Background: an optimization exercise with open tools, aiming at small area, a short achievable clock period and few clock cycles per item. Do not read the settings as production practice.

==> inputs of run a <==
==> flow/design.v <==
module MulDiv(input clk, input reset,
    output io_req_ready,
    input  io_req_valid,
    input [3:0] io_req_bits_fn,
    input  io_req_bits_dw,
    input [63:0] io_req_bits_in1,
    input [63:0] io_req_bits_in2,
    input [4:0] io_req_bits_tag,
    input  io_kill,
    input  io_resp_ready,
    output io_resp_valid,
    output[63:0] io_resp_bits_data,
    output[4:0] io_resp_bits_tag
);
  localparam S_IDLE = 3'd0, S_MUL = 3'd1, S_MFIN = 3'd2, S_MCOR = 3'd3,
             S_NORM = 3'd4, S_DIV = 3'd5, S_FIX = 3'd6, S_DONE = 3'd7;
  reg [2:0] state;
  reg [65:0] R;      
  reg [65:0] C;      
  reg [65:0] D;      
  reg [63:0] Q;      
  reg [6:0] cnt;
  reg [4:0] tag;
  reg cl;            
  reg mprev;         
  reg isHi, isW, mulW, corr, negA, negB, divCin, outQ, needFix;
  reg [6:0] la, lb;   
  wire [3:0] fn = io_req_bits_fn;
  wire dw = io_req_bits_dw;
  wire cmdMul = fn[3] | ~fn[2];
  wire cmdHi = ((fn & 4'h5) == 4'h1) | fn[1] | fn[3];
  wire rhsSigned = ((fn & 4'h9) == 4'h0) | ~fn[2];
  wire lhsSigned = rhsSigned | ((fn & 4'h3) == 4'h0);
  wire [63:0] a_ext = dw ? io_req_bits_in1 : {{32{lhsSigned & io_req_bits_in1[31]}}, io_req_bits_in1[31:0]};
  wire [63:0] b_ext = dw ? io_req_bits_in2 : {{32{rhsSigned & io_req_bits_in2[31]}}, io_req_bits_in2[31:0]};
  wire sA = lhsSigned & a_ext[63];
  wire sB = rhsSigned & b_ext[63];
  function [6:0] bitlen;
    input [63:0] x;
    reg [31:0] v1, p1; reg [15:0] v2; reg [31:0] p2; reg [7:0] v3; reg [23:0] p3;
    reg [3:0] v4; reg [15:0] p4; reg [1:0] v5; reg [9:0] p5; reg [5:0] p6;
    integer i;
    begin
      for (i = 0; i < 32; i = i + 1) begin v1[i] = x[2*i+1] | x[2*i]; p1[i] = x[2*i+1]; end
      for (i = 0; i < 16; i = i + 1) begin
        v2[i] = v1[2*i+1] | v1[2*i];
        p2[2*i+1] = v1[2*i+1]; p2[2*i] = v1[2*i+1] ? p1[2*i+1] : p1[2*i];
      end
      for (i = 0; i < 8; i = i + 1) begin
        v3[i] = v2[2*i+1] | v2[2*i];
        p3[3*i+2] = v2[2*i+1]; p3[3*i+:2] = v2[2*i+1] ? p2[4*i+2+:2] : p2[4*i+:2];
      end
      for (i = 0; i < 4; i = i + 1) begin
        v4[i] = v3[2*i+1] | v3[2*i];
        p4[4*i+3] = v3[2*i+1]; p4[4*i+:3] = v3[2*i+1] ? p3[6*i+3+:3] : p3[6*i+:3];
      end
      for (i = 0; i < 2; i = i + 1) begin
        v5[i] = v4[2*i+1] | v4[2*i];
        p5[5*i+4] = v4[2*i+1]; p5[5*i+:4] = v4[2*i+1] ? p4[8*i+4+:4] : p4[8*i+:4];
      end
      p6 = {v5[1], v5[1] ? p5[9:5] : p5[4:0]};
      bitlen = (v5[1] | v5[0]) ? {1'b0, p6} + 7'd1 : 7'd0;
    end
  endfunction
  wire [6:0] laIn = bitlen(a_ext ^ {64{sA}}) + {6'd0, sA};
  wire [6:0] lbIn = bitlen(b_ext ^ {64{sB}});
  wire done = state == S_DONE;
  assign io_req_ready = (state == S_IDLE) | (done & io_resp_ready);
  assign io_resp_valid = done;
  wire fire = io_req_valid & io_req_ready;
  wire [66:0] Dx = {D[64], D[64], D[64:0]};    
  wire [8:0] mb = {Q[7:0], mprev};
  reg [73:0] pp [0:3];
  reg [73:0] nk;
  integer k;
  always @* begin
    nk = 74'd0;
    nk[65] = 1'b1; nk[67] = 1'b1; nk[69] = 1'b1; nk[71] = 1'b1;    
    for (k = 0; k < 4; k = k + 1) begin : booth
      reg b0, b1, b2, one, two;
      reg [66:0] mag, row;
      b0 = mb[2*k]; b1 = mb[2*k+1]; b2 = mb[2*k+2];
      one = b1 ^ b0;
      two = (b2 & ~b1 & ~b0) | (~b2 & b1 & b0);
      mag = one ? Dx : (two ? {Dx[65:0], 1'b0} : 67'd0);
      row = mag ^ {67{b2}};
      row[66] = ~row[66];
      pp[k] = {7'd0, row} << (2*k);
      nk[2*k] = b2;
    end
  end
  function [147:0] csa;    
    input [73:0] a, b, c;
    begin
      csa[73:0] = a ^ b ^ c;
      csa[147:74] = {((a & b) | (a & c) | (b & c)), 1'b0};
    end
  endfunction
  wire [147:0] l1a = csa({8'd0, R}, {8'd0, C}, nk);
  wire [147:0] l1b = csa(pp[0], pp[1], pp[2]);
  wire [147:0] l2a = csa(l1a[73:0], l1a[147:74], pp[3]);
  wire [147:0] l3a = csa(l2a[73:0], l2a[147:74], l1b[73:0]);
  wire [147:0] l4a = csa(l3a[73:0], l3a[147:74], l1b[147:74]);
  wire [73:0] S  = l4a[73:0];
  wire [73:0] Cy = l4a[147:74];
  wire [8:0] lowsum = {1'b0, S[7:0]} + {1'b0, Cy[7:0]} + {8'd0, cl};
  wire mulLast = mulW ? (cnt[2:0] == 3'd3) : (cnt[2:0] == 3'd7);
  wire selC = state == S_MFIN;
  wire [65:0] addY = selC ? {2'b0, C[63:0]} : D;
  wire addCin = (state == S_DIV) ? divCin : (selC & cl);
  wire [65:0] t = {2'b0, R[63:0]} + addY + {65'd0, addCin};
  wire ge = ~t[65];
  wire [63:0] R1 = ge ? t[63:0] : R[63:0];
  wire [65:0] t2 = {2'b0, R1} + {D[65], D[65:1]} + {65'd0, divCin};
  wire ge2 = ~t2[65];
  wire [63:0] nIn = (state == S_FIX & outQ) ? Q : R[63:0];
  wire [63:0] nOut = 64'd0 - nIn;
  wire [6:0] sh0 = la - lb;
  wire [6:0] sh = sh0 | 7'd1;    
  wire bZero = D[63:0] == 64'd0;
  wire qZero = la < lb;
  wire [65:0] Dsh = D << sh;
  always @(posedge clk) begin
    if (reset) begin
      state <= S_IDLE;
    end else if (fire) begin
      state <= cmdMul ? S_MUL : S_NORM;
    end else if (io_kill) begin
      state <= S_IDLE;
    end else begin
      case (state)
        S_MUL:  if (mulLast) state <= isHi ? S_MFIN : S_DONE;
        S_MFIN: state <= corr ? S_MCOR : S_DONE;
        S_MCOR: state <= S_DONE;
        S_NORM: if (bZero | qZero) state <= (isHi ? negA : 1'b0) ? S_FIX : S_DONE;
                else state <= S_DIV;
        S_DIV:  if (cnt == 7'd0) state <= needFix ? S_FIX : S_DONE;
        S_FIX:  state <= S_DONE;
        S_DONE: if (io_resp_ready) state <= S_IDLE;
        default: state <= S_IDLE;
      endcase
    end
    if (fire) begin
      tag <= io_req_bits_tag;
      isHi <= cmdHi;
      isW <= ~dw;
      mulW <= cmdMul & ~dw;
      corr <= cmdMul & cmdHi & ~rhsSigned & io_req_bits_in2[63];
      negA <= sA;
      negB <= sB;
      divCin <= ~sB;
      la <= laIn;
      lb <= lbIn;
      needFix <= ~cmdMul & (cmdHi ? sA : (sA ^ sB));
      outQ <= ~cmdHi;
      cnt <= 7'd0;
      cl <= 1'b0;
      mprev <= 1'b0;
      if (cmdMul) begin
        R <= 66'h20000000000000000;    
        C <= 66'd0;
        D <= {{2{lhsSigned & io_req_bits_in1[63]}}, io_req_bits_in1};
      end else begin
        R <= {2'b0, a_ext};
        D <= {sB, sB, b_ext};
      end
      Q <= io_req_bits_in2;
    end else begin
      case (state)
        S_MUL: begin
          R <= S[73:8];
          C <= Cy[73:8];
          Q <= {lowsum[7:0], Q[63:8]};
          cl <= lowsum[8];
          mprev <= Q[7];
          cnt <= cnt + 7'd1;
        end
        S_MFIN, S_MCOR: begin
          R <= {2'b0, t[63:0]};
        end
        S_NORM: begin
          if (negA) R <= {2'b0, nOut};
          D <= negB ? Dsh : ~Dsh;
          cnt <= {1'b0, sh[6:1]};
          Q <= {64{bZero}};
          if (bZero) needFix <= ~outQ & negA;
        end
        S_DIV: begin
          R <= {2'b0, ge2 ? t2[63:0] : R1};
          Q <= {Q[61:0], ge, ge2};
          D <= {D[65], D[65], D[65:2]};
          cnt <= cnt - 7'd1;
        end
        S_FIX: begin
          R <= {2'b0, nOut};
          outQ <= 1'b0;
        end
        default: ;
      endcase
    end
  end
  wire [63:0] x = outQ ? Q : R[63:0];
  wire [31:0] x32 = mulW ? Q[63:32] : x[31:0];
  assign io_resp_bits_data = isW ? {{32{x32[31]}}, x32} : x;
  assign io_resp_bits_tag = tag;
endmodule
==> flow/run.sh <==
#!/bin/bash
# synth_recipe.tcl (not shown) runs the flow's synth.tcl, then flattens the netlist and writes it again
# the make line also repeats each setting of config.mk as NAME=value (left out here)
make -C /OpenROAD-flow-scripts/flow DESIGN_CONFIG=/design/flow/config.mk WORK_HOME=/design/flow/orfs CLKGATE_MAP_FILE= SYNTH_SCRIPT=/design/flow/synth_recipe.tcl finish
==> flow/config.mk <==
export PLATFORM = sky130hd
export DESIGN_NAME = MulDiv
export DESIGN_NICKNAME = MulDiv
export VERILOG_FILES = /design/flow/design.v
export SDC_FILE = /design/flow/constraint.sdc
export NUM_CORES = 4
export LEC_CHECK = 0
export CAP_MARGIN = 20
export CORE_MARGIN = 2
export CORE_UTILIZATION = 40
export SETUP_SLACK_MARGIN = 5
export SLEW_MARGIN = 20
==> flow/constraint.sdc <==
create_clock -name core_clock -period 10.0 [get_ports {clk}]
set_input_delay 2.0000 -clock core_clock [delete_from_list [all_inputs] [get_ports {clk}]]
set_output_delay 2.0000 -clock core_clock [all_outputs]
set_load 0.01 [all_outputs]
==> run b (differences from run a) <==
--- a/flow/design.v
+++ b/flow/design.v
@@ -18,12 +18,13 @@
   reg [65:0] R;      
   reg [65:0] C;      
-  reg [65:0] D;      
+  reg [64:0] D;      
   reg [63:0] Q;      
+  reg [7:0] CL;      
   reg [6:0] cnt;
   reg [4:0] tag;
   reg cl;            
-  reg mprev;         
+  reg [3:0] bOne, bTwo, bNeg;    
   reg isHi, isW, mulW, corr, negA, negB, divCin, outQ, needFix;
-  reg [6:0] la, lb;   
+  reg [6:0] la, lb;  
   wire [3:0] fn = io_req_bits_fn;
   wire dw = io_req_bits_dw;
@@ -65,10 +66,22 @@
   wire [6:0] laIn = bitlen(a_ext ^ {64{sA}}) + {6'd0, sA};
   wire [6:0] lbIn = bitlen(b_ext ^ {64{sB}});
+  function [11:0] bdec;    
+    input [8:0] mb;        
+    integer k;
+    reg b0, b1, b2;
+    begin
+      for (k = 0; k < 4; k = k + 1) begin
+        b0 = mb[2*k]; b1 = mb[2*k+1]; b2 = mb[2*k+2];
+        bdec[k] = b1 ^ b0;
+        bdec[4+k] = (b2 & ~b1 & ~b0) | (~b2 & b1 & b0);
+        bdec[8+k] = b2 & ~(b1 & b0);
+      end
+    end
+  endfunction
   wire done = state == S_DONE;
   assign io_req_ready = (state == S_IDLE) | (done & io_resp_ready);
   assign io_resp_valid = done;
   wire fire = io_req_valid & io_req_ready;
-  wire [66:0] Dx = {D[64], D[64], D[64:0]};    
-  wire [8:0] mb = {Q[7:0], mprev};
+  wire [66:0] Dx = {D[64], D[64], D};    
   reg [73:0] pp [0:3];
   reg [73:0] nk;
@@ -78,14 +91,10 @@
     nk[65] = 1'b1; nk[67] = 1'b1; nk[69] = 1'b1; nk[71] = 1'b1;    
     for (k = 0; k < 4; k = k + 1) begin : booth
-      reg b0, b1, b2, one, two;
       reg [66:0] mag, row;
-      b0 = mb[2*k]; b1 = mb[2*k+1]; b2 = mb[2*k+2];
-      one = b1 ^ b0;
-      two = (b2 & ~b1 & ~b0) | (~b2 & b1 & b0);
-      mag = one ? Dx : (two ? {Dx[65:0], 1'b0} : 67'd0);
-      row = mag ^ {67{b2}};
+      mag = Dx ^ {67{bNeg[k]}};
+      row = ({67{bOne[k]}} & mag) | ({67{bTwo[k]}} & {mag[65:0], bNeg[k]});
       row[66] = ~row[66];
       pp[k] = {7'd0, row} << (2*k);
-      nk[2*k] = b2;
+      nk[2*k] = bNeg[k];
     end
   end
@@ -104,21 +113,38 @@
   wire [73:0] S  = l4a[73:0];
   wire [73:0] Cy = l4a[147:74];
-  wire [8:0] lowsum = {1'b0, S[7:0]} + {1'b0, Cy[7:0]} + {8'd0, cl};
+  wire [8:0] lowfix = {1'b0, Q[63:56]} + {1'b0, CL} + {8'd0, cl};
   wire mulLast = mulW ? (cnt[2:0] == 3'd3) : (cnt[2:0] == 3'd7);
+  function [65:0] add66;
+    input [65:0] a, b;
+    input ci;
+    reg [66:0] g, p, G, P, G2, P2;
+    integer i, d;
+    begin
+      g[0] = ci; p[0] = 1'b0;
+      for (i = 0; i < 66; i = i + 1) begin g[i+1] = a[i] & b[i]; p[i+1] = a[i] ^ b[i]; end
+      G = g; P = p;
+      for (d = 1; d < 67; d = d * 2) begin
+        G2 = G; P2 = P;
+        for (i = 0; i < 67; i = i + 1)
+          if ((i / d) % 2 == 1) begin
+            G2[i] = G[i] | (P[i] & G[(i/d)*d - 1]);
+            P2[i] = P[i] & P[(i/d)*d - 1];
+          end
+        G = G2; P = P2;
+      end
+      for (i = 0; i < 66; i = i + 1) add66[i] = p[i+1] ^ G[i];
+    end
+  endfunction
   wire selC = state == S_MFIN;
-  wire [65:0] addY = selC ? {2'b0, C[63:0]} : D;
-  wire addCin = (state == S_DIV) ? divCin : (selC & cl);
-  wire [65:0] t = {2'b0, R[63:0]} + addY + {65'd0, addCin};
-  wire ge = ~t[65];
-  wire [63:0] R1 = ge ? t[63:0] : R[63:0];
-  wire [65:0] t2 = {2'b0, R1} + {D[65], D[65:1]} + {65'd0, divCin};
-  wire ge2 = ~t2[65];
+  wire [65:0] addY = selC ? {2'b0, C[63:0]} : {D[64], D};
+  wire addCin = (state == S_DIV) ? divCin : (selC & lowfix[8]);
+  wire [65:0] t = add66({2'b0, R[63:0]}, addY, addCin);
+  wire ge = ~t[64];
   wire [63:0] nIn = (state == S_FIX & outQ) ? Q : R[63:0];
   wire [63:0] nOut = 64'd0 - nIn;
-  wire [6:0] sh0 = la - lb;
-  wire [6:0] sh = sh0 | 7'd1;    
+  wire [6:0] sh = la - lb;
   wire bZero = D[63:0] == 64'd0;
   wire qZero = la < lb;
-  wire [65:0] Dsh = D << sh;
+  wire [64:0] Dsh = D << sh;
   always @(posedge clk) begin
     if (reset) begin
@@ -156,12 +182,13 @@
       cnt <= 7'd0;
       cl <= 1'b0;
-      mprev <= 1'b0;
+      CL <= 8'd0;
+      {bNeg, bTwo, bOne} <= bdec({io_req_bits_in2[7:0], 1'b0});
       if (cmdMul) begin
         R <= 66'h20000000000000000;    
         C <= 66'd0;
-        D <= {{2{lhsSigned & io_req_bits_in1[63]}}, io_req_bits_in1};
+        D <= {lhsSigned & io_req_bits_in1[63], io_req_bits_in1};
       end else begin
         R <= {2'b0, a_ext};
-        D <= {sB, sB, b_ext};
+        D <= {sB, b_ext};
       end
       Q <= io_req_bits_in2;
@@ -171,7 +198,8 @@
           R <= S[73:8];
           C <= Cy[73:8];
-          Q <= {lowsum[7:0], Q[63:8]};
-          cl <= lowsum[8];
-          mprev <= Q[7];
+          Q <= {S[7:0], lowfix[7:0], Q[55:8]};
+          CL <= Cy[7:0];
+          cl <= lowfix[8];
+          {bNeg, bTwo, bOne} <= bdec(Q[15:7]);
           cnt <= cnt + 7'd1;
         end
@@ -182,12 +210,12 @@
           if (negA) R <= {2'b0, nOut};
           D <= negB ? Dsh : ~Dsh;
-          cnt <= {1'b0, sh[6:1]};
+          cnt <= sh;
           Q <= {64{bZero}};
           if (bZero) needFix <= ~outQ & negA;
         end
         S_DIV: begin
-          R <= {2'b0, ge2 ? t2[63:0] : R1};
-          Q <= {Q[61:0], ge, ge2};
-          D <= {D[65], D[65], D[65:2]};
+          if (ge) R <= {2'b0, t[63:0]};
+          Q <= {Q[62:0], ge};
+          D <= {D[64], D[64:1]};
           cnt <= cnt - 7'd1;
         end
@@ -200,6 +228,7 @@
     end
   end
-  wire [63:0] x = outQ ? Q : R[63:0];
-  wire [31:0] x32 = mulW ? Q[63:32] : x[31:0];
+  wire [63:0] Qf = {lowfix[7:0], Q[55:0]};
+  wire [63:0] x = outQ ? Qf : R[63:0];
+  wire [31:0] x32 = mulW ? Qf[63:32] : x[31:0];
   assign io_resp_bits_data = isW ? {{32{x32[31]}}, x32} : x;
   assign io_resp_bits_tag = tag;
==> results.txt <==
Initial antenna violation count: 10
DIE HEIGHT: 340 um
Clk slew on worst S/H paths: 0.07 ns
Area of the multi-input gates: 32900 um2
Status: timing/DRC/antenna clean
Slew @ Worst Pin: 1.26 ns
That was run b.
==> results.txt <==
Yosys warnings: 2
Area of the multi-input gates: 43400 um2
Post-synth top area share: 0.164
Status: timing/DRC/antenna clean
DIE HEIGHT: 368 um
Slew @ Worst Pin: 1.22 ns
Clk slew on worst S/H paths: 0.06 ns
FF/Latch Area: 8930 um2
That was run a.
No functional check of the RTL was part of any run of this note.

==> static timing again, ports no longer ideal <==
Ports are ideal in the flow. The routed layouts listed here were re-timed in OpenROAD. Step 1 (the two cells are an assumption about what drives the block):
set clk [get_ports {clk}]
set_driving_cell -lib_cell sky130_fd_sc_hd__clkbuf_16 $clk
set_driving_cell -lib_cell sky130_fd_sc_hd__buf_2 [delete_from_list [all_inputs] $clk]
Step 2 moves the port delays by t, midway between the first and last clock arrival at a register: inputs arrive t later, outputs are due t later. That takes back most of the time a late clock gives input paths. Three values: no drivers, after step 1, after step 2; two values: the first two.
| run | shift t [ns] | setup slack, ns | worst setup path after step 2 | worst register clock-pin slew, ns |
|---|---|---|---|---|
| run a | 0.740 | 2.400 / 2.400 / 2.400 | register to register | 0.07 / 0.07 |
| run b | 0.697 | 4.011 / 4.011 / 4.011 | register to register | 0.07 / 0.07 |
After both steps setup and hold are still met in every run listed.
